Source: an optimization exercise on an open RTL-to-GDS flow (aim: small area and a short achievable clock period). Production flows keep margins and buffers that such runs may drop.
RTL that was checked went through simulation tests only; none was proved equivalent to the original.
Only the layout flow was run in runs 1 and 2; the RTL was not checked for function there.

## design/flow/flow/run.sh

```bash
#!/bin/bash
# The standard layout (standard.sh) with changes to how it is made:
#  - clock tree synthesis with its own options (below), without dummy loads;
#  - port buffers of the smallest buffer cell (every port still gets one);
#  - extra make settings: 
# Each tool's full output is in the ORFS logs under orfs/logs; make's own
# output is in standard.log.
bash standard.sh \
  "CTS_ARGS=-sink_clustering_enable -repair_clock_nets -buf_list sky130_fd_sc_hd__clkbuf_8 -dont_use_dummy_load" \
  "BUFFER_PORTS_ARGS=-buffer_cell sky130_fd_sc_hd__buf_1" \
   \
  finish > standard.log 2>&1
```

## design/flow/standard.sh

```bash
#!/bin/bash
# synth_recipe.tcl (not shown) runs the flow's synth.tcl, then flattens the netlist and writes it again
# the make line also repeats each setting of config.mk as NAME=value (left out here)
make -C /OpenROAD-flow-scripts/flow DESIGN_CONFIG=/design/flow/config.mk WORK_HOME=/design/flow/orfs CLKGATE_MAP_FILE= SYNTH_SCRIPT=/design/flow/synth_recipe.tcl "${@:-finish}"
```

## design/flow/config.mk

```make
export PLATFORM = sky130hd
export DESIGN_NAME = sigma_delta_dac_3rdorder
export DESIGN_NICKNAME = sigma_delta_dac_3rdorder
export VERILOG_FILES = /design/flow/design.v
export SDC_FILE = /design/flow/constraint.sdc
export NUM_CORES = 4
export LEC_CHECK = 0
export CAP_MARGIN = 20
export CORE_MARGIN = 2
export CORE_UTILIZATION = 60
export SETUP_SLACK_MARGIN = 3.6
export SLEW_MARGIN = 20
```

## design/flow/constraint.sdc

```tcl
create_clock -name core_clock -period 7.0 [get_ports {clk}]
set_input_delay 1.4000 -clock core_clock [delete_from_list [all_inputs] [get_ports {clk}]]
set_output_delay 1.4000 -clock core_clock [all_outputs]
set_load 0.01 [all_outputs]
```

## design/flow/design.v

```verilog
module sigma_delta_dac_3rdorder(
  input clk,
  input reset_n,
  input [15:0] d,
  output reg q
);
reg  [21:0] ao;
reg  [23:0] lr;
reg  [22:0] fr;
reg         nf23;   
reg         s;      
reg         na;     
wire [23:0] l = lr ^ 24'd0;
wire [22:0] f = fr ^ 23'h7fe000;
wire [21:0] a_in = { {5{na}}, d[15], ~d[15], d[14:0] };
wire [21:0] a_sum_p = ao ^ a_in;
wire [21:0] a_sum_g0 = ao & a_in;
wire a_sum_G1 = a_sum_g0[1] | (a_sum_p[1] & a_sum_g0[0]);
wire a_sum_G2 = a_sum_g0[3] | (a_sum_p[3] & a_sum_g0[2]);
wire a_sum_P2 = a_sum_p[3] & a_sum_p[2];
wire a_sum_G3 = a_sum_g0[5] | (a_sum_p[5] & a_sum_g0[4]);
wire a_sum_P3 = a_sum_p[5] & a_sum_p[4];
wire a_sum_G4 = a_sum_g0[7] | (a_sum_p[7] & a_sum_g0[6]);
wire a_sum_P4 = a_sum_p[7] & a_sum_p[6];
wire a_sum_G5 = a_sum_g0[9] | (a_sum_p[9] & a_sum_g0[8]);
wire a_sum_P5 = a_sum_p[9] & a_sum_p[8];
wire a_sum_G6 = a_sum_g0[11] | (a_sum_p[11] & a_sum_g0[10]);
wire a_sum_P6 = a_sum_p[11] & a_sum_p[10];
wire a_sum_G7 = a_sum_g0[13] | (a_sum_p[13] & a_sum_g0[12]);
wire a_sum_P7 = a_sum_p[13] & a_sum_p[12];
wire a_sum_G8 = a_sum_g0[15] | (a_sum_p[15] & a_sum_g0[14]);
wire a_sum_P8 = a_sum_p[15] & a_sum_p[14];
wire a_sum_G9 = a_sum_g0[17] | (a_sum_p[17] & a_sum_g0[16]);
wire a_sum_P9 = a_sum_p[17] & a_sum_p[16];
wire a_sum_G10 = a_sum_g0[19] | (a_sum_p[19] & a_sum_g0[18]);
wire a_sum_P10 = a_sum_p[19] & a_sum_p[18];
wire a_sum_G11 = a_sum_g0[21] | (a_sum_p[21] & a_sum_g0[20]);
wire a_sum_P11 = a_sum_p[21] & a_sum_p[20];
wire a_sum_G12 = a_sum_g0[2] | (a_sum_p[2] & a_sum_G1);
wire a_sum_G13 = a_sum_G2 | (a_sum_P2 & a_sum_G1);
wire a_sum_G14 = a_sum_g0[6] | (a_sum_p[6] & a_sum_G3);
wire a_sum_P14 = a_sum_p[6] & a_sum_P3;
wire a_sum_G15 = a_sum_G4 | (a_sum_P4 & a_sum_G3);
wire a_sum_P15 = a_sum_P4 & a_sum_P3;
wire a_sum_G16 = a_sum_g0[10] | (a_sum_p[10] & a_sum_G5);
wire a_sum_P16 = a_sum_p[10] & a_sum_P5;
wire a_sum_G17 = a_sum_G6 | (a_sum_P6 & a_sum_G5);
wire a_sum_P17 = a_sum_P6 & a_sum_P5;
wire a_sum_G18 = a_sum_g0[14] | (a_sum_p[14] & a_sum_G7);
wire a_sum_P18 = a_sum_p[14] & a_sum_P7;
wire a_sum_G19 = a_sum_G8 | (a_sum_P8 & a_sum_G7);
wire a_sum_P19 = a_sum_P8 & a_sum_P7;
wire a_sum_G20 = a_sum_g0[18] | (a_sum_p[18] & a_sum_G9);
wire a_sum_P20 = a_sum_p[18] & a_sum_P9;
wire a_sum_G21 = a_sum_G10 | (a_sum_P10 & a_sum_G9);
wire a_sum_P21 = a_sum_P10 & a_sum_P9;
wire a_sum_G22 = a_sum_g0[4] | (a_sum_p[4] & a_sum_G13);
wire a_sum_G23 = a_sum_G3 | (a_sum_P3 & a_sum_G13);
wire a_sum_G24 = a_sum_G14 | (a_sum_P14 & a_sum_G13);
wire a_sum_G25 = a_sum_G15 | (a_sum_P15 & a_sum_G13);
wire a_sum_G26 = a_sum_g0[12] | (a_sum_p[12] & a_sum_G17);
wire a_sum_P26 = a_sum_p[12] & a_sum_P17;
wire a_sum_G27 = a_sum_G7 | (a_sum_P7 & a_sum_G17);
wire a_sum_P27 = a_sum_P7 & a_sum_P17;
wire a_sum_G28 = a_sum_G18 | (a_sum_P18 & a_sum_G17);
wire a_sum_P28 = a_sum_P18 & a_sum_P17;
wire a_sum_G29 = a_sum_G19 | (a_sum_P19 & a_sum_G17);
wire a_sum_P29 = a_sum_P19 & a_sum_P17;
wire a_sum_G30 = a_sum_g0[20] | (a_sum_p[20] & a_sum_G21);
wire a_sum_P30 = a_sum_p[20] & a_sum_P21;
wire a_sum_G31 = a_sum_G11 | (a_sum_P11 & a_sum_G21);
wire a_sum_P31 = a_sum_P11 & a_sum_P21;
wire a_sum_G32 = a_sum_g0[8] | (a_sum_p[8] & a_sum_G25);
wire a_sum_G33 = a_sum_G5 | (a_sum_P5 & a_sum_G25);
wire a_sum_G34 = a_sum_G16 | (a_sum_P16 & a_sum_G25);
wire a_sum_G35 = a_sum_G17 | (a_sum_P17 & a_sum_G25);
wire a_sum_G36 = a_sum_G26 | (a_sum_P26 & a_sum_G25);
wire a_sum_G37 = a_sum_G27 | (a_sum_P27 & a_sum_G25);
wire a_sum_G38 = a_sum_G28 | (a_sum_P28 & a_sum_G25);
wire a_sum_G39 = a_sum_G29 | (a_sum_P29 & a_sum_G25);
wire a_sum_G40 = a_sum_g0[16] | (a_sum_p[16] & a_sum_G39);
wire a_sum_G41 = a_sum_G9 | (a_sum_P9 & a_sum_G39);
wire a_sum_G42 = a_sum_G20 | (a_sum_P20 & a_sum_G39);
wire a_sum_G43 = a_sum_G21 | (a_sum_P21 & a_sum_G39);
wire a_sum_G44 = a_sum_G30 | (a_sum_P30 & a_sum_G39);
wire a_sum_G45 = a_sum_G31 | (a_sum_P31 & a_sum_G39);
wire [22:0] a_sum;
assign a_sum[0] = a_sum_p[0];
assign a_sum[1] = a_sum_p[1] ^ a_sum_g0[0];
assign a_sum[2] = a_sum_p[2] ^ a_sum_G1;
assign a_sum[3] = a_sum_p[3] ^ a_sum_G12;
assign a_sum[4] = a_sum_p[4] ^ a_sum_G13;
assign a_sum[5] = a_sum_p[5] ^ a_sum_G22;
assign a_sum[6] = a_sum_p[6] ^ a_sum_G23;
assign a_sum[7] = a_sum_p[7] ^ a_sum_G24;
assign a_sum[8] = a_sum_p[8] ^ a_sum_G25;
assign a_sum[9] = a_sum_p[9] ^ a_sum_G32;
assign a_sum[10] = a_sum_p[10] ^ a_sum_G33;
assign a_sum[11] = a_sum_p[11] ^ a_sum_G34;
assign a_sum[12] = a_sum_p[12] ^ a_sum_G35;
assign a_sum[13] = a_sum_p[13] ^ a_sum_G36;
assign a_sum[14] = a_sum_p[14] ^ a_sum_G37;
assign a_sum[15] = a_sum_p[15] ^ a_sum_G38;
assign a_sum[16] = a_sum_p[16] ^ a_sum_G39;
assign a_sum[17] = a_sum_p[17] ^ a_sum_G40;
assign a_sum[18] = a_sum_p[18] ^ a_sum_G41;
assign a_sum[19] = a_sum_p[19] ^ a_sum_G42;
assign a_sum[20] = a_sum_p[20] ^ a_sum_G43;
assign a_sum[21] = a_sum_p[21] ^ a_sum_G44;
assign a_sum[22] = a_sum_G45;
wire [23:0] o2 = { 2'b00, ao };
wire [23:0] o3 = { 2'b11, s, nf23, nf23, s, {8{nf23}}, ~f[22:13] };
wire [23:0] x  = l ^ o2 ^ o3;
wire [23:0] y  = { (l[22:0] & o2[22:0]) | (l[22:0] & o3[22:0]) | (o2[22:0] & o3[22:0]), 1'b1 };
wire [23:0] l_sum_p = x ^ y;
wire [23:0] l_sum_g0 = x & y;
wire l_sum_G1 = l_sum_g0[1] | (l_sum_p[1] & l_sum_g0[0]);
wire l_sum_G2 = l_sum_g0[3] | (l_sum_p[3] & l_sum_g0[2]);
wire l_sum_P2 = l_sum_p[3] & l_sum_p[2];
wire l_sum_G3 = l_sum_g0[5] | (l_sum_p[5] & l_sum_g0[4]);
wire l_sum_P3 = l_sum_p[5] & l_sum_p[4];
wire l_sum_G4 = l_sum_g0[7] | (l_sum_p[7] & l_sum_g0[6]);
wire l_sum_P4 = l_sum_p[7] & l_sum_p[6];
wire l_sum_G5 = l_sum_g0[9] | (l_sum_p[9] & l_sum_g0[8]);
wire l_sum_P5 = l_sum_p[9] & l_sum_p[8];
wire l_sum_G6 = l_sum_g0[11] | (l_sum_p[11] & l_sum_g0[10]);
wire l_sum_P6 = l_sum_p[11] & l_sum_p[10];
wire l_sum_G7 = l_sum_g0[13] | (l_sum_p[13] & l_sum_g0[12]);
wire l_sum_P7 = l_sum_p[13] & l_sum_p[12];
wire l_sum_G8 = l_sum_g0[15] | (l_sum_p[15] & l_sum_g0[14]);
wire l_sum_P8 = l_sum_p[15] & l_sum_p[14];
wire l_sum_G9 = l_sum_g0[17] | (l_sum_p[17] & l_sum_g0[16]);
wire l_sum_P9 = l_sum_p[17] & l_sum_p[16];
wire l_sum_G10 = l_sum_g0[19] | (l_sum_p[19] & l_sum_g0[18]);
wire l_sum_P10 = l_sum_p[19] & l_sum_p[18];
wire l_sum_G11 = l_sum_g0[21] | (l_sum_p[21] & l_sum_g0[20]);
wire l_sum_P11 = l_sum_p[21] & l_sum_p[20];
wire l_sum_G12 = l_sum_g0[23] | (l_sum_p[23] & l_sum_g0[22]);
wire l_sum_P12 = l_sum_p[23] & l_sum_p[22];
wire l_sum_G13 = l_sum_g0[2] | (l_sum_p[2] & l_sum_G1);
wire l_sum_G14 = l_sum_G2 | (l_sum_P2 & l_sum_G1);
wire l_sum_G15 = l_sum_g0[6] | (l_sum_p[6] & l_sum_G3);
wire l_sum_P15 = l_sum_p[6] & l_sum_P3;
wire l_sum_G16 = l_sum_G4 | (l_sum_P4 & l_sum_G3);
wire l_sum_P16 = l_sum_P4 & l_sum_P3;
wire l_sum_G17 = l_sum_g0[10] | (l_sum_p[10] & l_sum_G5);
wire l_sum_P17 = l_sum_p[10] & l_sum_P5;
wire l_sum_G18 = l_sum_G6 | (l_sum_P6 & l_sum_G5);
wire l_sum_P18 = l_sum_P6 & l_sum_P5;
wire l_sum_G19 = l_sum_g0[14] | (l_sum_p[14] & l_sum_G7);
wire l_sum_P19 = l_sum_p[14] & l_sum_P7;
wire l_sum_G20 = l_sum_G8 | (l_sum_P8 & l_sum_G7);
wire l_sum_P20 = l_sum_P8 & l_sum_P7;
wire l_sum_G21 = l_sum_g0[18] | (l_sum_p[18] & l_sum_G9);
wire l_sum_P21 = l_sum_p[18] & l_sum_P9;
wire l_sum_G22 = l_sum_G10 | (l_sum_P10 & l_sum_G9);
wire l_sum_P22 = l_sum_P10 & l_sum_P9;
wire l_sum_G23 = l_sum_g0[22] | (l_sum_p[22] & l_sum_G11);
wire l_sum_P23 = l_sum_p[22] & l_sum_P11;
wire l_sum_G24 = l_sum_G12 | (l_sum_P12 & l_sum_G11);
wire l_sum_P24 = l_sum_P12 & l_sum_P11;
wire l_sum_G25 = l_sum_g0[4] | (l_sum_p[4] & l_sum_G14);
wire l_sum_G26 = l_sum_G3 | (l_sum_P3 & l_sum_G14);
wire l_sum_G27 = l_sum_G15 | (l_sum_P15 & l_sum_G14);
wire l_sum_G28 = l_sum_G16 | (l_sum_P16 & l_sum_G14);
wire l_sum_G29 = l_sum_g0[12] | (l_sum_p[12] & l_sum_G18);
wire l_sum_P29 = l_sum_p[12] & l_sum_P18;
wire l_sum_G30 = l_sum_G7 | (l_sum_P7 & l_sum_G18);
wire l_sum_P30 = l_sum_P7 & l_sum_P18;
wire l_sum_G31 = l_sum_G19 | (l_sum_P19 & l_sum_G18);
wire l_sum_P31 = l_sum_P19 & l_sum_P18;
wire l_sum_G32 = l_sum_G20 | (l_sum_P20 & l_sum_G18);
wire l_sum_P32 = l_sum_P20 & l_sum_P18;
wire l_sum_G33 = l_sum_g0[20] | (l_sum_p[20] & l_sum_G22);
wire l_sum_P33 = l_sum_p[20] & l_sum_P22;
wire l_sum_G34 = l_sum_G11 | (l_sum_P11 & l_sum_G22);
wire l_sum_P34 = l_sum_P11 & l_sum_P22;
wire l_sum_G35 = l_sum_G23 | (l_sum_P23 & l_sum_G22);
wire l_sum_P35 = l_sum_P23 & l_sum_P22;
wire l_sum_G36 = l_sum_G24 | (l_sum_P24 & l_sum_G22);
wire l_sum_P36 = l_sum_P24 & l_sum_P22;
wire l_sum_G37 = l_sum_g0[8] | (l_sum_p[8] & l_sum_G28);
wire l_sum_G38 = l_sum_G5 | (l_sum_P5 & l_sum_G28);
wire l_sum_G39 = l_sum_G17 | (l_sum_P17 & l_sum_G28);
wire l_sum_G40 = l_sum_G18 | (l_sum_P18 & l_sum_G28);
wire l_sum_G41 = l_sum_G29 | (l_sum_P29 & l_sum_G28);
wire l_sum_G42 = l_sum_G30 | (l_sum_P30 & l_sum_G28);
wire l_sum_G43 = l_sum_G31 | (l_sum_P31 & l_sum_G28);
wire l_sum_G44 = l_sum_G32 | (l_sum_P32 & l_sum_G28);
wire l_sum_G45 = l_sum_g0[16] | (l_sum_p[16] & l_sum_G44);
wire l_sum_G46 = l_sum_G9 | (l_sum_P9 & l_sum_G44);
wire l_sum_G47 = l_sum_G21 | (l_sum_P21 & l_sum_G44);
wire l_sum_G48 = l_sum_G22 | (l_sum_P22 & l_sum_G44);
wire l_sum_G49 = l_sum_G33 | (l_sum_P33 & l_sum_G44);
wire l_sum_G50 = l_sum_G34 | (l_sum_P34 & l_sum_G44);
wire l_sum_G51 = l_sum_G35 | (l_sum_P35 & l_sum_G44);
wire l_sum_G52 = l_sum_G36 | (l_sum_P36 & l_sum_G44);
wire [24:0] l_sum;
assign l_sum[0] = l_sum_p[0];
assign l_sum[1] = l_sum_p[1] ^ l_sum_g0[0];
assign l_sum[2] = l_sum_p[2] ^ l_sum_G1;
assign l_sum[3] = l_sum_p[3] ^ l_sum_G13;
assign l_sum[4] = l_sum_p[4] ^ l_sum_G14;
assign l_sum[5] = l_sum_p[5] ^ l_sum_G25;
assign l_sum[6] = l_sum_p[6] ^ l_sum_G26;
assign l_sum[7] = l_sum_p[7] ^ l_sum_G27;
assign l_sum[8] = l_sum_p[8] ^ l_sum_G28;
assign l_sum[9] = l_sum_p[9] ^ l_sum_G37;
assign l_sum[10] = l_sum_p[10] ^ l_sum_G38;
assign l_sum[11] = l_sum_p[11] ^ l_sum_G39;
assign l_sum[12] = l_sum_p[12] ^ l_sum_G40;
assign l_sum[13] = l_sum_p[13] ^ l_sum_G41;
assign l_sum[14] = l_sum_p[14] ^ l_sum_G42;
assign l_sum[15] = l_sum_p[15] ^ l_sum_G43;
assign l_sum[16] = l_sum_p[16] ^ l_sum_G44;
assign l_sum[17] = l_sum_p[17] ^ l_sum_G45;
assign l_sum[18] = l_sum_p[18] ^ l_sum_G46;
assign l_sum[19] = l_sum_p[19] ^ l_sum_G47;
assign l_sum[20] = l_sum_p[20] ^ l_sum_G48;
assign l_sum[21] = l_sum_p[21] ^ l_sum_G49;
assign l_sum[22] = l_sum_p[22] ^ l_sum_G50;
assign l_sum[23] = l_sum_p[23] ^ l_sum_G51;
assign l_sum[24] = l_sum_G52;
wire [4:0]  fh = { s, f[22:19] } + { ~s, ~s, ~s, ~s, 1'b1 };
wire [23:0] fc = { fh, f[18:0] };
wire [23:0] xs = { 1'b0, x[23:1] };
wire [23:0] ys = { 1'b0, y[23:1] };
wire [23:0] s1 = fc ^ xs ^ ys;
wire [23:0] c1 = (fc & xs) | (fc & ys) | (xs & ys);
wire [23:0] c1s = { c1[22:0], x[0] };
wire [23:0] t_p = s1 ^ c1s;
wire [23:0] t_g0 = s1 & c1s;
wire t_G1 = t_g0[1] | (t_p[1] & t_g0[0]);
wire t_G2 = t_g0[3] | (t_p[3] & t_g0[2]);
wire t_P2 = t_p[3] & t_p[2];
wire t_G3 = t_g0[5] | (t_p[5] & t_g0[4]);
wire t_P3 = t_p[5] & t_p[4];
wire t_G4 = t_g0[7] | (t_p[7] & t_g0[6]);
wire t_P4 = t_p[7] & t_p[6];
wire t_G5 = t_g0[9] | (t_p[9] & t_g0[8]);
wire t_P5 = t_p[9] & t_p[8];
wire t_G6 = t_g0[11] | (t_p[11] & t_g0[10]);
wire t_P6 = t_p[11] & t_p[10];
wire t_G7 = t_g0[13] | (t_p[13] & t_g0[12]);
wire t_P7 = t_p[13] & t_p[12];
wire t_G8 = t_g0[15] | (t_p[15] & t_g0[14]);
wire t_P8 = t_p[15] & t_p[14];
wire t_G9 = t_g0[17] | (t_p[17] & t_g0[16]);
wire t_P9 = t_p[17] & t_p[16];
wire t_G10 = t_g0[19] | (t_p[19] & t_g0[18]);
wire t_P10 = t_p[19] & t_p[18];
wire t_G11 = t_g0[21] | (t_p[21] & t_g0[20]);
wire t_P11 = t_p[21] & t_p[20];
wire t_G12 = t_g0[23] | (t_p[23] & t_g0[22]);
wire t_P12 = t_p[23] & t_p[22];
wire t_G13 = t_g0[2] | (t_p[2] & t_G1);
wire t_G14 = t_G2 | (t_P2 & t_G1);
wire t_G15 = t_g0[6] | (t_p[6] & t_G3);
wire t_P15 = t_p[6] & t_P3;
wire t_G16 = t_G4 | (t_P4 & t_G3);
wire t_P16 = t_P4 & t_P3;
wire t_G17 = t_g0[10] | (t_p[10] & t_G5);
wire t_P17 = t_p[10] & t_P5;
wire t_G18 = t_G6 | (t_P6 & t_G5);
wire t_P18 = t_P6 & t_P5;
wire t_G19 = t_g0[14] | (t_p[14] & t_G7);
wire t_P19 = t_p[14] & t_P7;
wire t_G20 = t_G8 | (t_P8 & t_G7);
wire t_P20 = t_P8 & t_P7;
wire t_G21 = t_g0[18] | (t_p[18] & t_G9);
wire t_P21 = t_p[18] & t_P9;
wire t_G22 = t_G10 | (t_P10 & t_G9);
wire t_P22 = t_P10 & t_P9;
wire t_G23 = t_g0[22] | (t_p[22] & t_G11);
wire t_P23 = t_p[22] & t_P11;
wire t_G24 = t_G12 | (t_P12 & t_G11);
wire t_P24 = t_P12 & t_P11;
wire t_G25 = t_g0[4] | (t_p[4] & t_G14);
wire t_G26 = t_G3 | (t_P3 & t_G14);
wire t_G27 = t_G15 | (t_P15 & t_G14);
wire t_G28 = t_G16 | (t_P16 & t_G14);
wire t_G29 = t_g0[12] | (t_p[12] & t_G18);
wire t_P29 = t_p[12] & t_P18;
wire t_G30 = t_G7 | (t_P7 & t_G18);
wire t_P30 = t_P7 & t_P18;
wire t_G31 = t_G19 | (t_P19 & t_G18);
wire t_P31 = t_P19 & t_P18;
wire t_G32 = t_G20 | (t_P20 & t_G18);
wire t_P32 = t_P20 & t_P18;
wire t_G33 = t_g0[20] | (t_p[20] & t_G22);
wire t_P33 = t_p[20] & t_P22;
wire t_G34 = t_G11 | (t_P11 & t_G22);
wire t_P34 = t_P11 & t_P22;
wire t_G35 = t_G23 | (t_P23 & t_G22);
wire t_P35 = t_P23 & t_P22;
wire t_G36 = t_G24 | (t_P24 & t_G22);
wire t_P36 = t_P24 & t_P22;
wire t_G37 = t_g0[8] | (t_p[8] & t_G28);
wire t_G38 = t_G5 | (t_P5 & t_G28);
wire t_G39 = t_G17 | (t_P17 & t_G28);
wire t_G40 = t_G18 | (t_P18 & t_G28);
wire t_G41 = t_G29 | (t_P29 & t_G28);
wire t_G42 = t_G30 | (t_P30 & t_G28);
wire t_G43 = t_G31 | (t_P31 & t_G28);
wire t_G44 = t_G32 | (t_P32 & t_G28);
wire t_G45 = t_g0[16] | (t_p[16] & t_G44);
wire t_G46 = t_G9 | (t_P9 & t_G44);
wire t_G47 = t_G21 | (t_P21 & t_G44);
wire t_G48 = t_G22 | (t_P22 & t_G44);
wire t_G49 = t_G33 | (t_P33 & t_G44);
wire t_G50 = t_G34 | (t_P34 & t_G44);
wire t_G51 = t_G35 | (t_P35 & t_G44);
wire t_G52 = t_G36 | (t_P36 & t_G44);
wire [24:0] t;
assign t[0] = t_p[0];
assign t[1] = t_p[1] ^ t_g0[0];
assign t[2] = t_p[2] ^ t_G1;
assign t[3] = t_p[3] ^ t_G13;
assign t[4] = t_p[4] ^ t_G14;
assign t[5] = t_p[5] ^ t_G25;
assign t[6] = t_p[6] ^ t_G26;
assign t[7] = t_p[7] ^ t_G27;
assign t[8] = t_p[8] ^ t_G28;
assign t[9] = t_p[9] ^ t_G37;
assign t[10] = t_p[10] ^ t_G38;
assign t[11] = t_p[11] ^ t_G39;
assign t[12] = t_p[12] ^ t_G40;
assign t[13] = t_p[13] ^ t_G41;
assign t[14] = t_p[14] ^ t_G42;
assign t[15] = t_p[15] ^ t_G43;
assign t[16] = t_p[16] ^ t_G44;
assign t[17] = t_p[17] ^ t_G45;
assign t[18] = t_p[18] ^ t_G46;
assign t[19] = t_p[19] ^ t_G47;
assign t[20] = t_p[20] ^ t_G48;
assign t[21] = t_p[21] ^ t_G49;
assign t[22] = t_p[22] ^ t_G50;
assign t[23] = t_p[23] ^ t_G51;
assign t[24] = t_G52;
always @(negedge reset_n or posedge clk)
  if (!reset_n) begin
    ao   <= 22'h200000;
    lr   <= 24'd0;
    fr   <= 23'h7fe000;
    nf23 <= 1'b1;
    s    <= 1'b0;
    na   <= 1'b1;
    q    <= 1'b0;
  end else begin
    ao   <= a_sum[21:0];
    lr   <= l_sum[23:0] ^ 24'd0;
    fr   <= t[22:0] ^ 23'h7fe000;
    nf23 <= ~(t[23] ^ l_sum[23] ^ l_sum[24]);
    s    <= t[23] ^ l_sum[23] ^ l_sum[24];
    na   <= (t[23] ^ l_sum[24]) ~^ l_sum[23];
    q    <= na;
  end
endmodule
```

==> results of run 1 <==
[final cells by class]
class | instances | area share (%)
inverters | 68 | 3.948
flip-flops and latches | 73 | 28.57
clock buffers | 9 | 1.916
well taps | 129 | 2.497
multi-input cells | 357 | 60.00
repair buffers | 34 | 3.077
[cell usage in the layout, fill, tap and decap left out, types with 3 or more instances in the layout]
cell type and instances:
inv_1 66, buf_1 17, ha_4 4, dfstp_2 12
nand4_1 3, xor2_1 26, nor2_1 22, buf_4 15
ha_1 61, fa_1 53, clkbuf_8 9, dfrtp_1 60
o21ai_1 3, xnor2_1 24, a21o_1 12, nand3_1 5
nor3_1 8, nand2b_1 6, a21oi_1 30, nor2b_1 3
o21ai_0 12, fa_2 8, o21a_1 8, nand2_1 11
[worst paths after layout]
path / from / endpoint / slack (ns)
worst max register to register: fr[14]$_DFF_PN1_ / s$_DFF_PN0_ / 3.20
worst min-delay path: na$_DFF_PN1_ / q$_DFF_PN0_ / 0.48
max in group asynchronous: reset_n / ao[11]$_DFF_PN0_ / 5.17
worst min register to register: na$_DFF_PN1_ / q$_DFF_PN0_ / 0.48
min in group asynchronous: reset_n / ao[0]$_DFF_PN0_ / 1.19
worst max-delay path: fr[14]$_DFF_PN1_ / s$_DFF_PN0_ / 3.20
[sequential cells by signal, indices dropped and copies added, names as in the netlist]
name	count
na	1
s	1
fr	23
lr	24
ao	22
nf23	1
q	1
[cells in the mapped netlist (2+ instances only)]
master and number:
nand3_1 5, o21ai_1 5, nand2b_1 7, nor2_1 25, o31ai_1 2, a211oi_1 2
a21o_1 12, nand2_1 11, a211oi_2 2, xor2_1 26, dfrtp_1 60, o21bai_1 2
o211ai_1 2, fa_1 61, xnor2_1 24, o21a_1 8, o211ai_2 2, nand4_1 3
ha_1 67, nor2b_1 4, inv_1 68, or4_1 2, a21oi_1 30, dfstp_2 13
nor3_1 8, a21boi_0 2, and3_1 2, a21o_2 2, o21ai_0 13
[repair_timing]
item,in CTS,in global routing
gates resized for setup,11,30
setup buffers,8,8
pin swaps,7,20
hold endpoints to repair,0,0
setup endpoints to repair,24,26
[worst reg2reg max path, delay by kind of cell, from the launching register on]
family / cells / cell delay, ns
adders and majority gates: 4 / 1.49
AOI/OAI and AO/OA: 5 / 1.12
DFF: 1 / 0.56
and+or+nand+nor: 2 / 0.35
xor gates and xnor gates: 1 / 0.17
[cells by family after synthesis]
group,Yosys count
flip-flops,73
AO/OA/AOI/OAI,96
buffers and inverters,68
XOR/XNOR,51
adder cells (fa/ha/maj),128
AND/OR/NAND/NOR,82
[per-stage QoR]
step / worst slack, ns / util (%) / instances / hold slack, ns
finish: 3.200 / 69.64 / 670 / 0.4802
global route: 3.070 / 69.64 / 670 / 0.4789
CTS: 3.165 / 67.39 / 662 / 0.4741
detailed placement: 3.016 / 64.89 / 645 / 0.4749
global placement: 3.072 / 64.89 / 645 / 0.4628
floorplan: 3.340 / - / 498 / 0.4285
[per-layer routing]
layer	track usage, %	share of wire, %	vias to the layer above
met1	33.89	49	1755
met3	2.599	2.0	9
met2	36.74	48	29
met4	5.333	0.97	0
met5	0	0	-
li1	-	-	1762
==> results.yml, run 1 <==
clocking:
  clock-sinks: 73
  root_buffer: "clkbuf_8"
  cts_tree: "yes"
  cts.clk_slew.worst_paths_ns: 0.08
  cts-buffers-inserted: 9
  clock_path_buffers: 2
  htree_levels: 3
  clk-insertion-delay-late_ns: 0.34
  cts.hold.buffers_added: 0
worst_setup_path:
  cp-start-kind: "flip-flop"
  crit_path_cell_trace: "fa_2 > fa_1 > ha_2 > fa_2 > a211oi_4 > o211ai_2 > nor4b_4 > o41a_1 > o211a_4 > nor4_4 > a311oi_4 > xor2_1"
  path_max_fanout: 3
  rr_worst_depth: 12
  crit_slowest_cell: "dfstp_2"
  cp-end-kind: "flip-flop"
  critPathTopFamily: "adder cells"
  critical_path.most_common_cell: "fa_2"
  path_class: "reg -> reg"
  slowest_delay_ns: 0.56
  cp.required_ns: 7.21
  cp.depth: 12
  arrival_ns: 4.01
  crit_buf_inv: 0
yosys:
  syn-num-nets: 644
  asyncSetResetFlopFracSynth_pct: 100.0
  yosysWarnings: 1
  synth_top_area_share_pct: 26.00
  synth_top_family_by_area: "adder cells"
  synth_top_cells_by_area: "dfrtp_1, fa_1, ha_1"
  netlist_area_um2: 5774
  ys_seq_elements: 73
  yosys.area.top_type: "dfrtp_1"
  synth_fa_ha_area_share_pct: 35.67
  synth.area.mux_share_pct: 0
  synth_compound_area_share_pct: 11.77
  ys_seq_area_share_pct: 31.92
  synth-edff-count: 0
  synth-simple-area-share_pct: 8.169
  synth_ff_type: "dfrtp_1"
  syn_inst: 498
  synth_xor_area_share_pct: 8.061
  synth_cell_types: 57
  syn_avg_cell_area_um2: 11.59
timing:
  clock_skew_ns: 0.02066
  finalSetupViolCount: 0
  setup_tns_ns: 0
  tightest_slew_ns: 0.9496
  maxSlewViolCount: 0
  period_minus_slack_ns: 3.800
  fmax_mhz: 263.2
  finalHoldViolations: 0
  fin_crit_sh_pct: 54.29
  maxSlewHeadroom_pct: 36.70
  rsz0062_at_grt: "yes"
drt:
  firstDrtPassIters: 4
  avgViaCountPerCell: 5.306
  routed_wl_um: 10620
  postRouteAntennaNets: 0
  initialDrtViolationCount: 84
  vias: 3555
  wire_per_inst_um: 15.85
  drc: 0
floorplanning:
  fp.coreArea_um2: 9284
  io_pins: 19
  initial_utilization_pct: 62.20
  fp-row-count: 35
  die-width_um: 102.1
  dieArea_um2: 10420
  dieHeight_um: 102.1
layout:
  fillers: 739
  multi_input_area_um2: 3879
  final_layout_size_suffix_gt1_share_pct: 16.45
  register_area_um2: 1847
  fin_nets: 689
  final_cell_area_um2: 6465
  syn_to_final_growth_pct: 11.96
  num_antenna_cells: 0
placed_design:
  dpl_cell_area_um2: 6025
  port-buffer-count: 18
  dp_hpwl_um: 8393
  place.gp.congestion: 0.8626
global_routing:
  grt-ovfl-total: 0
  grt_usage_pct: 22.90
  antenna_found_initial: 0
  grt_pass1_vias: 3756
  grt_pass1_wl_um: 18130
  grt_start_max_net_pins: 74
status:
  status: "complete, no violations"
run:
  max-cap-violations: 0
min_path:
  hold_depth: 0
  hp-class: "reg -> reg"
==> run 2: changes to the inputs <==
--- a/design/flow/design.v
+++ b/design/flow/design.v
@@ -8,8 +8,8 @@
 reg  [23:0] lr;
 reg  [22:0] fr;
 reg         nf23;   
-reg         s;      
 reg         na;     
+wire        s = ~nf23;
 wire [23:0] l = lr ^ 24'd0;
 wire [22:0] f = fr ^ 23'h7fe000;
 wire [21:0] a_in = { {5{na}}, d[15], ~d[15], d[14:0] };
@@ -221,7 +221,7 @@
 assign l_sum[22] = l_sum_p[22] ^ l_sum_G50;
 assign l_sum[23] = l_sum_p[23] ^ l_sum_G51;
 assign l_sum[24] = l_sum_G52;
-wire [4:0]  fh = { s, f[22:19] } + { ~s, ~s, ~s, ~s, 1'b1 };
+wire [4:0]  fh = { s, f[22:19] } + { nf23, nf23, nf23, nf23, 1'b1 };
 wire [23:0] fc = { fh, f[18:0] };
 wire [23:0] xs = { 1'b0, x[23:1] };
 wire [23:0] ys = { 1'b0, y[23:1] };
@@ -343,7 +343,6 @@
     lr   <= 24'd0;
     fr   <= 23'h7fe000;
     nf23 <= 1'b1;
-    s    <= 1'b0;
     na   <= 1'b1;
     q    <= 1'b0;
   end else begin
@@ -351,7 +350,6 @@
     lr   <= l_sum[23:0] ^ 24'd0;
     fr   <= t[22:0] ^ 23'h7fe000;
     nf23 <= ~(t[23] ^ l_sum[23] ^ l_sum[24]);
-    s    <= t[23] ^ l_sum[23] ^ l_sum[24];
     na   <= (t[23] ^ l_sum[24]) ~^ l_sum[23];
     q    <= na;
   end
--- a/design/flow/config.mk
+++ b/design/flow/config.mk
@@ -10,3 +10,4 @@
 export CORE_UTILIZATION = 60
 export SETUP_SLACK_MARGIN = 3.6
 export SLEW_MARGIN = 20
+export TNS_END_PERCENT = 0
==> results.yml, run 2 <==
timing:
  tightest_slew_ns: 0.9748
  setup_tns_ns: 0
  finalWorstSetupSlack_ns: 3.301
  fin_crit_sh_pct: 52.84
  maxSlewViolCount: 0
  maxSlewHeadroom_pct: 35.01
  finalSetupViolCount: 0
  fmax_mhz: 270.4
  period_minus_slack_ns: 3.699
  finalHoldViolations: 0
  clock_skew_ns: 0.01852
  rsz0062_at_grt: "yes"
min_path:
  hp-class: "reg -> reg"
placed_design:
  place_ws_ns: 3.027
  port-buffer-count: 18
  place.gp.congestion: 0.8448
  dpl_cell_area_um2: 5936
  dp_hpwl_um: 8240
layout:
  register_area_um2: 1822
  syn_to_final_growth_pct: 8.726
  mostFrequentLayoutCells: "inv_1, ha_1, fa_1, dfrtp_1, xor2_1"
  final_layout_size_suffix_gt1_share_pct: 11.18
  final_util_pct: 66.79
  largest_register_ffs: 24
  top_regs: "lr (24), fr (23), ao (22)"
  num_antenna_cells: 0
  mostFrequentLayoutCell: "inv_1"
  top_register: "lr"
  final_cell_area_um2: 6142
  multi_input_area_um2: 3651
  fin_nets: 667
  fillers: 717
worst_setup_path:
  crit_path_cell_trace: "buf_12 > fa_1 > inv_1 > fa_1 > inv_2 > ha_4 > a21o_1 > a21o_1 > a221o_1 > a21oi_4 > o41ai_4 > and4_1 > nor3_2 > xnor2_1"
  arrival_ns: 3.98
  path_max_fanout: 5
  cp-end-kind: "flip-flop"
  slowest_delay_ns: 0.68
  crit_slowest_cell: "dfstp_4"
  cp.required_ns: 7.29
  path_class: "reg -> reg"
  cp-start-kind: "flip-flop"
  critPathTopFamily: "adder cells"
  crit_buf_inv: 3
yosys:
  synth_fa_ha_area_share_pct: 36.46
  netlist_area_um2: 5649
  synth_top_family_by_area: "adder cells"
  synthTopCellsByCount: "inv_1, ha_1, fa_1"
  synth_ff_type: "dfrtp_1"
  yosys.area.top_type: "dfrtp_1"
  syn_inst: 486
  ys_seq_elements: 72
  syn-num-nets: 632
  asyncSetResetFlopFracSynth_pct: 100.0
  ys_seq_area_share_pct: 32.18
  synth_compound_area_share_pct: 12.18
  synth-simple-area-share_pct: 6.179
  synth_cell_types: 48
  synth_xor_area_share_pct: 7.907
  synth.area.mux_share_pct: 0.1772
  synth_top_cells_by_area: "dfrtp_1, fa_1, ha_1"
  synth_top_area_share_pct: 26.14
  synth-edff-count: 0
  syn_avg_cell_area_um2: 11.62
  synth.most_common_cell: "inv_1"
  yosysWarnings: 1
drt:
  routed_wl_um: 10420
  wire_per_inst_um: 16.55
  vias: 3428
  drc: 0
  initialDrtViolationCount: 122
  postRouteAntennaNets: 0
  avgViaCountPerCell: 5.441
  firstDrtPassIters: 4
floorplanning:
  io_pins: 19
  initial_utilization_pct: 61.43
  fp-row-count: 35
  die-width_um: 101.0
  dieHeight_um: 101.0
  dieArea_um2: 10210
  fp.coreArea_um2: 9196
global_routing:
  grt-ovfl-total: 0
  grt_pass1_wl_um: 17930
  grt_start_max_net_pins: 73
  grt_usage_pct: 23.32
  grt_pass1_vias: 3684
  antenna_found_initial: 0
clocking:
  cts-buffers-inserted: 9
  cts_tree: "yes"
  clk-insertion-delay-late_ns: 0.37
  clock-sinks: 72
  root_buffer: "clkbuf_8"
  htree_levels: 3
  cts.clk_slew.worst_paths_ns: 0.07
  clock_path_buffers: 2
run:
  max-cap-violations: 0
status:
  status: "complete, no violations"
run 2: worst reg2reg max path, cell delays in order (launching register included):
cell and delay (ns):
dfstp_4 0.68, buf_12 0.14, fa_1 0.44, inv_1 0.09, fa_1 0.44, inv_2 0.08, ha_4 0.20, a21o_1 0.15
a21o_1 0.17, a221o_1 0.35, a21oi_4 0.19, o41ai_4 0.11, and4_1 0.18, nor3_2 0.25, xnor2_1 0.16
run 2: repair_timing:
action                     in CTS  in global routing
cloned                          0                  0
setup endpoints to repair      19                 25
hold buffers                    0                  0
setup buffers                   4                  2
resized for setup               1                  6
pin swaps                       2                 13
run 2: metrics by stage:
step,std cells,hold slack [ns]
2_1_floorplan,486,0.4285
3_3_place_gp,615,0.4644
3_5_place_dp,615,0.4675
4_1_cts,628,0.4775
5_1_grt,630,0.4841
6_report,630,0.4792
run 2: path summary, 6_finish.rpt:
check                           cells past startpoint          endpoint           start  slack [ns]
worst max-delay path                               14    nf23$_DFF_PN1_  nf23$_DFF_PN1_        3.30
worst min-delay path                                0       q$_DFF_PN0_    na$_DFF_PN1_        0.48
worst max register to register                     14    nf23$_DFF_PN1_  nf23$_DFF_PN1_        3.30
worst min register to register                      0       q$_DFF_PN0_    na$_DFF_PN1_        0.48
max in group asynchronous                           1  ao[14]$_DFF_PN0_         reset_n        5.15
min in group asynchronous                           1   ao[5]$_DFF_PN0_         reset_n        1.22
run 2: area by class of cell:
class,instances,share of cell area (%)
Clock buffer,9,2.017
Inverter,74,4.522
Multi-Input combinational cell,340,59.44
Sequential cell,72,29.66
Tap cell,111,2.261
Timing Repair Buffer,24,2.098
run 2: cells by family (layout without fill, tap and decap cells):
kind of cell    Yosys count  after routing
compound gates           92             92
xor+xnor                 51             51
fa+ha+maj               128            128
buf+inv                  74            107
flops                    72             72
mux                       1              1
simple gates             68             68
run 2: routing by layer:
layer  GRT usage [%]  routed length, um  up-vias
met5               0                  0        -
met4           7.900                197        0
met3           4.646                271       16
met2           34.82               4763       29
met1           34.30               5192     1696
li1                -                  -     1687
==> run 3: changes to the inputs <==
--- a/design/flow/design.v
+++ b/design/flow/design.v
@@ -7,12 +7,11 @@
 reg  [21:0] ao;
 reg  [23:0] lr;
 reg  [22:0] fr;
-reg         nf23;   
-reg         na;     
+reg         nf23;
 wire        s = ~nf23;
 wire [23:0] l = lr ^ 24'd0;
 wire [22:0] f = fr ^ 23'h7fe000;
-wire [21:0] a_in = { {5{na}}, d[15], ~d[15], d[14:0] };
+wire [21:0] a_in = { {5{nf23}}, d[15], ~d[15], d[14:0] };
 wire [21:0] a_sum_p = ao ^ a_in;
 wire [21:0] a_sum_g0 = ao & a_in;
 wire a_sum_G1 = a_sum_g0[1] | (a_sum_p[1] & a_sum_g0[0]);
@@ -343,14 +342,12 @@
     lr   <= 24'd0;
     fr   <= 23'h7fe000;
     nf23 <= 1'b1;
-    na   <= 1'b1;
     q    <= 1'b0;
   end else begin
     ao   <= a_sum[21:0];
     lr   <= l_sum[23:0] ^ 24'd0;
     fr   <= t[22:0] ^ 23'h7fe000;
     nf23 <= ~(t[23] ^ l_sum[23] ^ l_sum[24]);
-    na   <= (t[23] ^ l_sum[24]) ~^ l_sum[23];
-    q    <= na;
+    q    <= nf23;
   end
 endmodule
==> design/flow/flow/run.sh (replaced) <==
#!/bin/bash
# The standard layout (standard.sh) with two changes to how it is made:
#  - clock tree synthesis from clkbuf_8 buffers only, without dummy loads;
#  - port buffers of the smallest buffer cell (every port still gets one).
# Synthesis, floorplan, power grid, placement, routing and the rest are
# standard.sh's.  Each tool's full output is in the ORFS logs under
# orfs/logs; make's own output is in standard.log.
bash standard.sh \
  "CTS_ARGS=-sink_clustering_enable -repair_clock_nets -buf_list sky130_fd_sc_hd__clkbuf_8 -dont_use_dummy_load" \
  "BUFFER_PORTS_ARGS=-buffer_cell sky130_fd_sc_hd__buf_1" \
  finish > standard.log 2>&1
==> results.yml, run 3 <==
status:
  status: "complete, no violations"
clocking:
  clock-sinks: 71
  cts_tree: "yes"
  cts.clk_slew.worst_paths_ns: 0.08
  root_buffer: "clkbuf_8"
  cts.hold.buffers_added: 0
  clk-insertion-delay-late_ns: 0.35
  cts-buffers-inserted: 9
  clock_path_buffers: 2
  htree_levels: 3
yosys:
  synth.most_common_cell: "inv_1"
  ys_seq_area_share_pct: 32.14
  ys_seq_elements: 71
  syn_avg_cell_area_um2: 11.20
  netlist_area_um2: 5575
  synth_top_cells_by_area: "dfrtp_1, fa_1, ha_1"
  synth_ff_type: "dfrtp_1"
  synth_top_area_share_pct: 26.48
  asyncSetResetFlopFracSynth_pct: 100.0
  synth_cell_types: 39
  yosysWarnings: 1
  synth_compound_area_share_pct: 10.93
  syn-num-nets: 646
  synth_xor_area_share_pct: 8.169
  synth_top_family_by_area: "adder cells"
  yosys.area.top_type: "dfrtp_1"
  synth-edff-count: 0
  synth-simple-area-share_pct: 6.149
  synthTopCellsByCount: "inv_1, ha_1, fa_1"
  synth_fa_ha_area_share_pct: 37.39
  syn_inst: 498
  synth.area.mux_share_pct: 0.1795
drt:
  initialDrtViolationCount: 72
  wire_per_inst_um: 16.38
  vias: 3494
  postRouteAntennaNets: 0
  avgViaCountPerCell: 5.442
  drc: 0
  routed_wl_um: 10520
  firstDrtPassIters: 6
timing:
  rsz0062_at_grt: "yes"
  maxSlewHeadroom_pct: 39.63
  fin_crit_sh_pct: 48.62
  setup_tns_ns: 0
  fmax_mhz: 293.8
  period_minus_slack_ns: 3.403
  tightest_slew_ns: 0.9055
  maxSlewViolCount: 0
  finalHoldViolations: 0
  clock_skew_ns: 0.01303
  finalSetupViolCount: 0
worst_setup_path:
  crit_path_cell_trace: "fa_1 > fa_1 > ha_1 > and2_1 > a221oi_4 > a21oi_4 > o21ai_4 > a21boi_2 > o211ai_1 > xnor2_1"
  path_max_fanout: 4
  arrival_ns: 3.68
  crit_slowest_cell: "dfstp_4"
  cp.required_ns: 7.28
  cp-start-kind: "flip-flop"
  path_class: "reg -> reg"
  slowest_delay_ns: 0.68
  critical_path.most_common_cell: "fa_1"
  cp-end-kind: "flip-flop"
layout:
  mostFrequentLayoutCells: "inv_1, ha_1, fa_1, dfrtp_1, a21oi_1"
  fillers: 739
  finalNonFillerCells: 642
  mostFrequentLayoutCell: "inv_1"
  top_register: "lr"
  syn_to_final_growth_pct: 9.381
  final_cell_area_um2: 6098
  final_util_pct: 66.95
  largest_register_ffs: 24
  final_layout_size_suffix_gt1_share_pct: 10.55
  num_antenna_cells: 0
  top_regs: "lr (24), fr (23), ao (22)"
  fin_nets: 681
placed_design:
  dpl_cell_area_um2: 5799
  dp_hpwl_um: 8369
  placedCellCount: 627
  place.gp.congestion: 0.8354
  port-buffer-count: 18
floorplanning:
  fp-row-count: 35
  fp.coreArea_um2: 9109
  initial_utilization_pct: 61.21
  io_pins: 19
  dieHeight_um: 100.4
  die-width_um: 100.4
  dieArea_um2: 10080
min_path:
  hp-class: "reg -> reg"
run:
  max-cap-violations: 0
global_routing:
  grt_usage_pct: 23.60
  grt_pass1_vias: 3749
  antenna_found_initial: 0
  grt-ovfl-total: 0
  grt_start_max_net_pins: 72
  grt_pass1_wl_um: 17950
## run 3: logic make-up after synthesis
logic type | after synthesis
adder cells (fa/ha/maj) | 130
AO/OA/AOI/OAI | 95
buffers and inverters | 75
AND/OR/NAND/NOR | 74
flip-flops | 71
XOR/XNOR | 52
multiplexers | 1
## run 3: routing by layer
layer  global-route usage (%)  up-vias  share of wire [%]
met5                        0        -                  0
met4                    7.060        0                2.2
met3                    5.153       15                3.0
met2                    36.45       54                 46
met1                    33.83     1723                 48
li1                         -     1702                  -
## run 3: final timing paths
kind                                       from              end  slack (ns)  cells past startpoint
worst max-delay path             nf23$_DFF_PN1_   nf23$_DFF_PN1_        3.60                     10
worst min-delay path            ao[0]$_DFF_PN0_  ao[0]$_DFF_PN0_        0.55                      1
worst max register to register   nf23$_DFF_PN1_   nf23$_DFF_PN1_        3.60                     10
worst min register to register  ao[0]$_DFF_PN0_  ao[0]$_DFF_PN0_        0.55                      1
max in group asynchronous               reset_n  fr[6]$_DFF_PN0_        5.22                      1
min in group asynchronous               reset_n  ao[7]$_DFF_PN0_        1.16                      1
## run 3: what timing repair did
action                     4_1_cts  5_1_grt
gates resized for setup         21        8
pin swaps                       12        6
setup endpoints to repair       15       18
buffers inserted                 6        0
## run 3: per-stage QoR
step | hold slack, ns | setup WS, ns
after CTS | 0.5621 | 3.577
after global routing | 0.5847 | 3.455
final | 0.5490 | 3.597
after global placement | 0.5403 | 3.273
after detailed placement | 0.5417 | 3.170
after floorplan | 0.5065 | 3.603
## run 3: final cells by class
cell class	count	area [um2]	share of cell area, %
Tap cell	111	138.9	2.277
Clock buffer	9	123.9	2.031
Multi-Input combinational cell	352	3630	59.52
Sequential cell	71	1795	29.44
Timing Repair Buffer	24	128.9	2.113
Inverter	75	281.5	4.616
## run 3: critical path: cells and delay by family, from the launching register on
family / cells / cell delay [ns]
compound gates: 5 / 0.96
xor+xnor: 1 / 0.14
fa+ha+maj: 3 / 1.32
flops: 1 / 0.68
simple gates: 1 / 0.22
==> run 4: changes to the inputs <==
--- a/design/flow/config.mk
+++ b/design/flow/config.mk
@@ -7,7 +7,7 @@
 export LEC_CHECK = 0
 export CAP_MARGIN = 20
 export CORE_MARGIN = 2
-export CORE_UTILIZATION = 60
+export CORE_UTILIZATION = 55
 export SETUP_SLACK_MARGIN = 3.6
 export SLEW_MARGIN = 20
 export TNS_END_PERCENT = 0
==> results.yml, run 4 <==
timing:
  finalSetupViolCount: 0
  setup_tns_ns: 0
  maxSlewViolCount: 0
  fin_crit_sh_pct: 49.03
  finalHoldViolations: 0
  clock_skew_ns: 0.01081
  period_minus_slack_ns: 3.432
  maxSlewHeadroom_pct: 39.03
  whs_ns: 0.5678
  rsz0062_at_grt: "yes"
  tightest_slew_ns: 0.9146
  finalWorstSetupSlack_ns: 3.568
  fmax_mhz: 291.4
clocking:
  cts.hold.buffers_added: 0
  clock-sinks: 71
  root_buffer: "clkbuf_8"
  cts-buffers-inserted: 9
  clock_path_buffers: 2
  cts.clk_slew.worst_paths_ns: 0.07
  htree_levels: 3
  cts_tree: "yes"
  clk-insertion-delay-late_ns: 0.37
worst_setup_path:
  slowest_delay_ns: 0.56
  path_class: "reg -> reg"
  arrival_ns: 3.69
  critPathTopFamily: "adder cells"
  rrSetupSlack_ns: 3.57
  cp-start-kind: "flip-flop"
  path_max_fanout: 3
  r2r_start: "fr[14]$_DFF_PN1_"
  rr_worst_depth: 11
  cp.required_ns: 7.26
  crit_slowest_cell: "dfstp_2"
  crit_path_cell_trace: "fa_1 > fa_1 > ha_2 > fa_2 > a211oi_4 > o21ai_1 > and2_1 > nand2_1 > nand2_1 > fa_1 > xor2_1"
  crit_buf_inv: 0
  cp-end-kind: "flip-flop"
  critical_path.most_common_cell: "fa_1"
  r2r-end: "fr[9]$_DFF_PN0_"
placed_design:
  dp_hpwl_um: 8228
  port-buffer-count: 18
  place_ws_ns: 3.232
  place.gp.congestion: 0.7742
floorplanning:
  fp-row-count: 36
  dieHeight_um: 104.7
  io_pins: 19
  fp.coreArea_um2: 9819
  initial_utilization_pct: 56.78
  die-width_um: 104.7
  dieArea_um2: 10960
drt:
  initialDrtViolationCount: 108
  firstDrtPassIters: 4
  avgViaCountPerCell: 5.232
  postRouteAntennaNets: 0
  drc: 0
  vias: 3469
  routed_wl_um: 10420
  wire_per_inst_um: 15.71
layout:
  final_layout_size_suffix_gt1_share_pct: 9.057
  fin_nets: 680
  top_register: "lr"
  largest_register_ffs: 24
  num_antenna_cells: 0
  mostFrequentLayoutCells: "inv_1, ha_1, fa_1, dfrtp_1, a21oi_1"
  mostFrequentLayoutCell: "inv_1"
  top_regs: "lr (24), fr (23), ao (22)"
  register_area_um2: 1795
  multi_input_area_um2: 3586
  syn_to_final_growth_pct: 8.954
  fillers: 857
  final_util_pct: 61.86
global_routing:
  grt_pass1_vias: 3783
  grt_pass1_wl_um: 18730
  antenna_found_initial: 0
  grt-ovfl-total: 0
  grt_start_max_net_pins: 72
  grt_usage_pct: 22.58
yosys:
  yosysWarnings: 1
  syn_inst: 498
  yosys.area.top_type: "dfrtp_1"
  synth.most_common_cell: "inv_1"
  asyncSetResetFlopFracSynth_pct: 100.0
  syn-num-nets: 646
  synth_top_area_share_pct: 26.48
  ys_seq_area_share_pct: 32.14
  synthTopCellsByCount: "inv_1, ha_1, fa_1"
  syn_avg_cell_area_um2: 11.20
  synth_top_cells_by_area: "dfrtp_1, fa_1, ha_1"
  ys_seq_elements: 71
  synth_ff_type: "dfrtp_1"
  synth-edff-count: 0
  netlist_area_um2: 5575
  synth_cell_types: 39
min_path:
  hold_depth: 1
  hp-class: "reg -> reg"
  hold_start: "ao[0]$_DFF_PN0_"
  min_to: "ao[0]$_DFF_PN0_"
run:
  max-cap-violations: 0
status:
  status: "complete, no violations"
## run 4: cell counts after synthesis
Identical to the previous run, type by type.
## run 4: cell families (layout without fill, tap and decap cells)
logic type | count (synthesis) | count (layout) | synth area share, %
mux | 1 | 1 | 0.1795
compound gates | 95 | 95 | 10.93
simple gates | 74 | 74 | 6.149
xor+xnor | 52 | 52 | 8.169
flops | 71 | 71 | 32.14
fa+ha+maj | 130 | 130 | 37.39
buf+inv | 75 | 107 | 5.049
## run 4: metal layers
metal  vias to the layer above  routed length, um  GRT usage, %
met5                         -                  0             0
met4                         0                184         7.619
met3                        19                387         5.490
met2                        52               4819         33.99
met1                      1695               5023         32.28
li1                       1703                  -             -
## run 4: final cells by class
| type | count | share of cell area (%) |
|---|---|---|
| Multi-Input combinational cell | 352 | 59.03 |
| Sequential cell | 71 | 29.56 |
| Inverter | 75 | 4.634 |
| Tap cell | 133 | 2.739 |
| Clock buffer | 9 | 2.039 |
| Timing Repair Buffer | 23 | 1.998 |
## run 4: stage by stage
stage / instances / area, um2
2_1_floorplan: 498 / 5589
3_3_place_gp: 649 / 5827
3_5_place_dp: 649 / 5827
4_1_cts: 663 / 6038
5_1_grt: 663 / 6075
6_report: 663 / 6075
## run 4: timing repair
action	in CTS	in global routing
setup buffers	5	0
pin swaps	10	5
endpoints found under the setup margin	16	26
gates resized for setup	11	7
## run 4: worst max-delay path by stage
stage	start	end	slack [ns]	cells after the start
after floorplan	nf23$_DFF_PN1_	nf23$_DFF_PN1_	3.60	10
after global placement	nf23$_DFF_PN1_	nf23$_DFF_PN1_	3.26	10
after detailed placement	nf23$_DFF_PN1_	nf23$_DFF_PN1_	3.23	10
after CTS	ao[2]$_DFF_PN0_	fr[9]$_DFF_PN0_	3.52	10
after global routing	fr[14]$_DFF_PN1_	fr[9]$_DFF_PN0_	3.40	11
final	fr[14]$_DFF_PN1_	fr[9]$_DFF_PN0_	3.57	11
==> run 5: changes to the inputs <==
==> design/flow/flow/run.sh (replaced) <==
#!/bin/bash
# The standard layout (standard.sh) with changes to how it is made:
#  - synthesis: synth_recipe.tcl with the final ABC mapping script
#    flow/abc_map.script (flow/synth_abc.tcl);
#  - clock tree synthesis with clkbuf_8 buffers and no dummy loads;
#  - port buffers of the smallest buffer cell (every port still gets one).
# Each tool's full output is in the ORFS logs under orfs/logs; make's own
# output is in standard.log.
export FLOW_ABC_SCRIPT=$PWD/flow/abc_map.script
bash standard.sh \
  "SYNTH_SCRIPT=$PWD/flow/synth_abc.tcl" \
  "CTS_ARGS=-sink_clustering_enable -repair_clock_nets -buf_list sky130_fd_sc_hd__clkbuf_8 -dont_use_dummy_load" \
  "BUFFER_PORTS_ARGS=-buffer_cell sky130_fd_sc_hd__buf_1" \
   finish > standard.log 2>&1
==> design/flow/flow/abc_map.script (new file) <==
strash
dch -f
map -p
topo
stime -c
buffer -c
upsize -c
dnsize -c
==> design/flow/flow/synth_abc.tcl (new file) <==
# synth_recipe.tcl (the standard synthesis) with one change: the final ABC
# technology mapping runs flow/abc_map.script instead of ORFS's
# abc_speed.script.  Registers, flattening and renaming are as in
# synth_recipe.tcl.
proc synth {args} { yosys synth -nofsm -noshare {*}$args }
proc abc {args} {
  set i [lsearch -exact $args -script]
  if { $i >= 0 } { lset args [expr {$i + 1}] $::env(FLOW_ABC_SCRIPT) }
  puts "abc with script $::env(FLOW_ABC_SCRIPT)"
  yosys abc {*}$args
}
source $::env(SCRIPTS_DIR)/synth.tcl
# left out here: clear keep_hierarchy, flatten, clean up, hide names made inside functions, write 1_2_yosys.v
--- a/design/flow/config.mk
+++ b/design/flow/config.mk
@@ -7,7 +7,7 @@
 export LEC_CHECK = 0
 export CAP_MARGIN = 20
 export CORE_MARGIN = 2
-export CORE_UTILIZATION = 55
+export CORE_UTILIZATION = 60
 export SETUP_SLACK_MARGIN = 3.6
 export SLEW_MARGIN = 20
 export TNS_END_PERCENT = 0
==> results.yml, run 5 <==
global_routing:
  grt_pass1_vias: 4432
  grt-ovfl-total: 0
  antenna_found_initial: 0
  grt_start_max_net_pins: 72
  grt_usage_pct: 25.22
  grt_pass1_wl_um: 21190
clocking:
  cts_tree: "yes"
  clock-sinks: 71
  htree_levels: 3
  cts.clk_slew.worst_paths_ns: 0.07
  clock_path_buffers: 2
  clk-insertion-delay-late_ns: 0.37
  cts-buffers-inserted: 9
  root_buffer: "clkbuf_8"
timing:
  finalHoldViolations: 0
  fin_crit_sh_pct: 47.87
  finalSetupViolCount: 0
  rsz0062_at_grt: "yes"
  maxSlewViolCount: 0
  fmax_mhz: 298.4
  tightest_slew_ns: 0.9245
  maxSlewHeadroom_pct: 38.37
  setup_tns_ns: 0
  clock_skew_ns: 0.01627
  period_minus_slack_ns: 3.351
yosys:
  netlist_area_um2: 6022
  ys_seq_area_share_pct: 29.75
  synthTopCellsByCount: "inv_1, ha_1, fa_1"
  synth_cell_types: 56
  syn-num-nets: 705
  asyncSetResetFlopFracSynth_pct: 100.0
  synth_top_cells_by_area: "dfrtp_1, fa_1, ha_1"
  synth_ff_type: "dfrtp_1"
  synth-edff-count: 0
  yosys.area.top_type: "dfrtp_1"
  syn_inst: 557
  syn_avg_cell_area_um2: 10.81
  ys_seq_elements: 71
  yosysWarnings: 1
  synth_top_area_share_pct: 24.52
  synth.most_common_cell: "inv_1"
worst_setup_path:
  path_class: "reg -> reg"
  crit_path_cell_trace: "buf_8 > buf_12 > fa_1 > xnor2_1 > fa_1 > inv_1 > ha_2 > inv_1 > nor4_4 > inv_2 > a21oi_4 > o22ai_2 > nand4_1 > nand3_1 > nand2_1"
  cp.required_ns: 7.30
  crit_slowest_cell: "dfstp_4"
  path_max_fanout: 11
  cp-start-kind: "flip-flop"
  cp-end-kind: "flip-flop"
  slowest_delay_ns: 0.49
  arrival_ns: 3.65
  rr_worst_depth: 15
run:
  max-cap-violations: 0
floorplanning:
  fp-row-count: 36
  dieHeight_um: 104.2
  die-width_um: 104.2
  dieArea_um2: 10850
  initial_utilization_pct: 61.61
  fp.coreArea_um2: 9774
  io_pins: 19
placed_design:
  dp_hpwl_um: 9525
  port-buffer-count: 18
  place.gp.congestion: 0.8691
drt:
  vias: 4003
  postRouteAntennaNets: 0
  initialDrtViolationCount: 125
  drc: 0
  wire_per_inst_um: 16.95
  routed_wl_um: 12420
  avgViaCountPerCell: 5.461
  firstDrtPassIters: 4
layout:
  multi_input_area_um2: 4053
  top_register: "lr"
  final_layout_size_suffix_gt1_share_pct: 15.50
  top_regs: "lr (24), fr (23), ao (22)"
  fillers: 758
  mostFrequentLayoutCells: "inv_1, ha_1, dfrtp_1, fa_1, xor2_1"
  fin_nets: 750
  num_antenna_cells: 0
  largest_register_ffs: 24
  syn_to_final_growth_pct: 12.07
  register_area_um2: 1795
  mostFrequentLayoutCell: "inv_1"
min_path:
  hold_depth: 1
  hp-class: "reg -> reg"
status:
  status: "complete, no violations"
-- run 5: cell count changes in the layout (fill, tap and decap cells not counted), sizes merged, moves of 8 or more --
cell,delta
inv,+28
nand3,+18
nor2,-16
xnor2,-13
buf,+11
nand4,+11
o21ai,-10
o21bai,+9
and2,+8
and3,+8
xor2,+8
-- run 5: final cells by class --
cell class                 count  share of cell area, %
timing repair buffer          34                  3.319
clock buffer                   9                  1.835
tap                          133                  2.466
multi-input combinational    383                  60.05
inverter                     103                  5.729
sequential                    71                  26.60
-- run 5: layer usage --
layer,GRT usage (%),routed length (um)
met4,8.880,202
met2,39.29,5794
met1,34.72,6027
met3,6.203,397
met5,0,0
-- run 5: final timing paths --
path                                 start  slack (ns)          endpoint
max                         nf23$_DFF_PN1_        3.65    nf23$_DFF_PN1_
max reg2reg                 nf23$_DFF_PN1_        3.65    nf23$_DFF_PN1_
min                        ao[0]$_DFF_PN0_        0.55   ao[0]$_DFF_PN0_
min in group asynchronous          reset_n        1.15   ao[0]$_DFF_PN0_
max in group asynchronous          reset_n        5.23  ao[10]$_DFF_PN0_
min reg2reg                ao[0]$_DFF_PN0_        0.55   ao[0]$_DFF_PN0_
-- run 5: critical path, delay by kind of cell (launching register included) --
| kind | cells | cell delay, ns |
|---|---|---|
| xor gates and xnor gates | 1 | 0.16 |
| buffers and inverters | 5 | 0.53 |
| adders and majority gates | 3 | 1.27 |
| AOI/OAI and AO/OA | 2 | 0.25 |
| and+or+nand+nor | 4 | 0.58 |
| DFF | 1 | 0.49 |
-- run 5: repair_timing --
| item | in CTS | in global routing |
|---|---|---|
| cloned | 0 | 0 |
| pin swaps | 16 | 10 |
| buffers inserted | 14 | 2 |
| hold buffers | 0 | 0 |
| gates resized for setup | 23 | 17 |
| setup endpoints to repair | 12 | 14 |
-- run 5: cells by family (layout without fill, tap and decap cells) --
kind of cell / count (synthesis) / count (layout) / synth area share [%]
adder cells (fa/ha/maj): 130 / 130 / 34.61
AO/OA/AOI/OAI: 104 / 104 / 12.82
buffers and inverters: 103 / 146 / 6.420
AND/OR/NAND/NOR: 102 / 102 / 9.558
flip-flops: 71 / 71 / 29.75
XOR/XNOR: 47 / 47 / 6.836
-- run 5: metrics by stage --
stage	utilization [%]	std cells	hold slack (ns)	worst slack (ns)	instance area (um2)
after floorplan	-	557	0.5065	3.616	6022
after global placement	64.04	708	0.5366	3.285	6260
after detailed placement	64.04	708	0.5467	3.165	6260
after CTS	68.04	731	0.5645	3.598	6650
after global routing	69.05	733	0.5861	3.516	6749
final	69.05	733	0.5506	3.649	6749

separate check: timing with driven ports:
In the flow no input, the clock included, has a driving cell. The finished layouts below were timed again as built, in two steps.
Step 1 (the two cells are an assumption about what drives the block):
set clk [get_ports {clk}]
set_driving_cell -lib_cell sky130_fd_sc_hd__clkbuf_16 $clk
set_driving_cell -lib_cell sky130_fd_sc_hd__buf_2 [delete_from_list [all_inputs] $clk]
Step 2 times the ports against the registers' clock, not the clock port: input delays grow and output delays shrink by t, the midpoint of the rising clock arrivals with the driver on.
Three values: ideal ports, drivers, drivers and shift; two values: the first two.
run | t, ns | setup WS [ns] | clock arrival spread, ns
run 1 | 0.364 | 3.200 / 3.200 / 3.200 | 0.021 / 0.021
run 2 | 0.392 | 3.301 / 3.301 / 3.107 | 0.018 / 0.018
run 3 | 0.376 | 3.597 / 3.597 / 3.304 | 0.014 / 0.013
run 4 | 0.401 | 3.568 / 3.568 / 3.303 | 0.011 / 0.011
run 5 | 0.397 | 3.649 / 3.649 / 3.282 | 0.016 / 0.017
After both steps setup and hold are still met in every run listed. For run 5, which loses most, drivers alone change the setup slack by 0.000 ns; drivers and shift together by -0.367 ns.
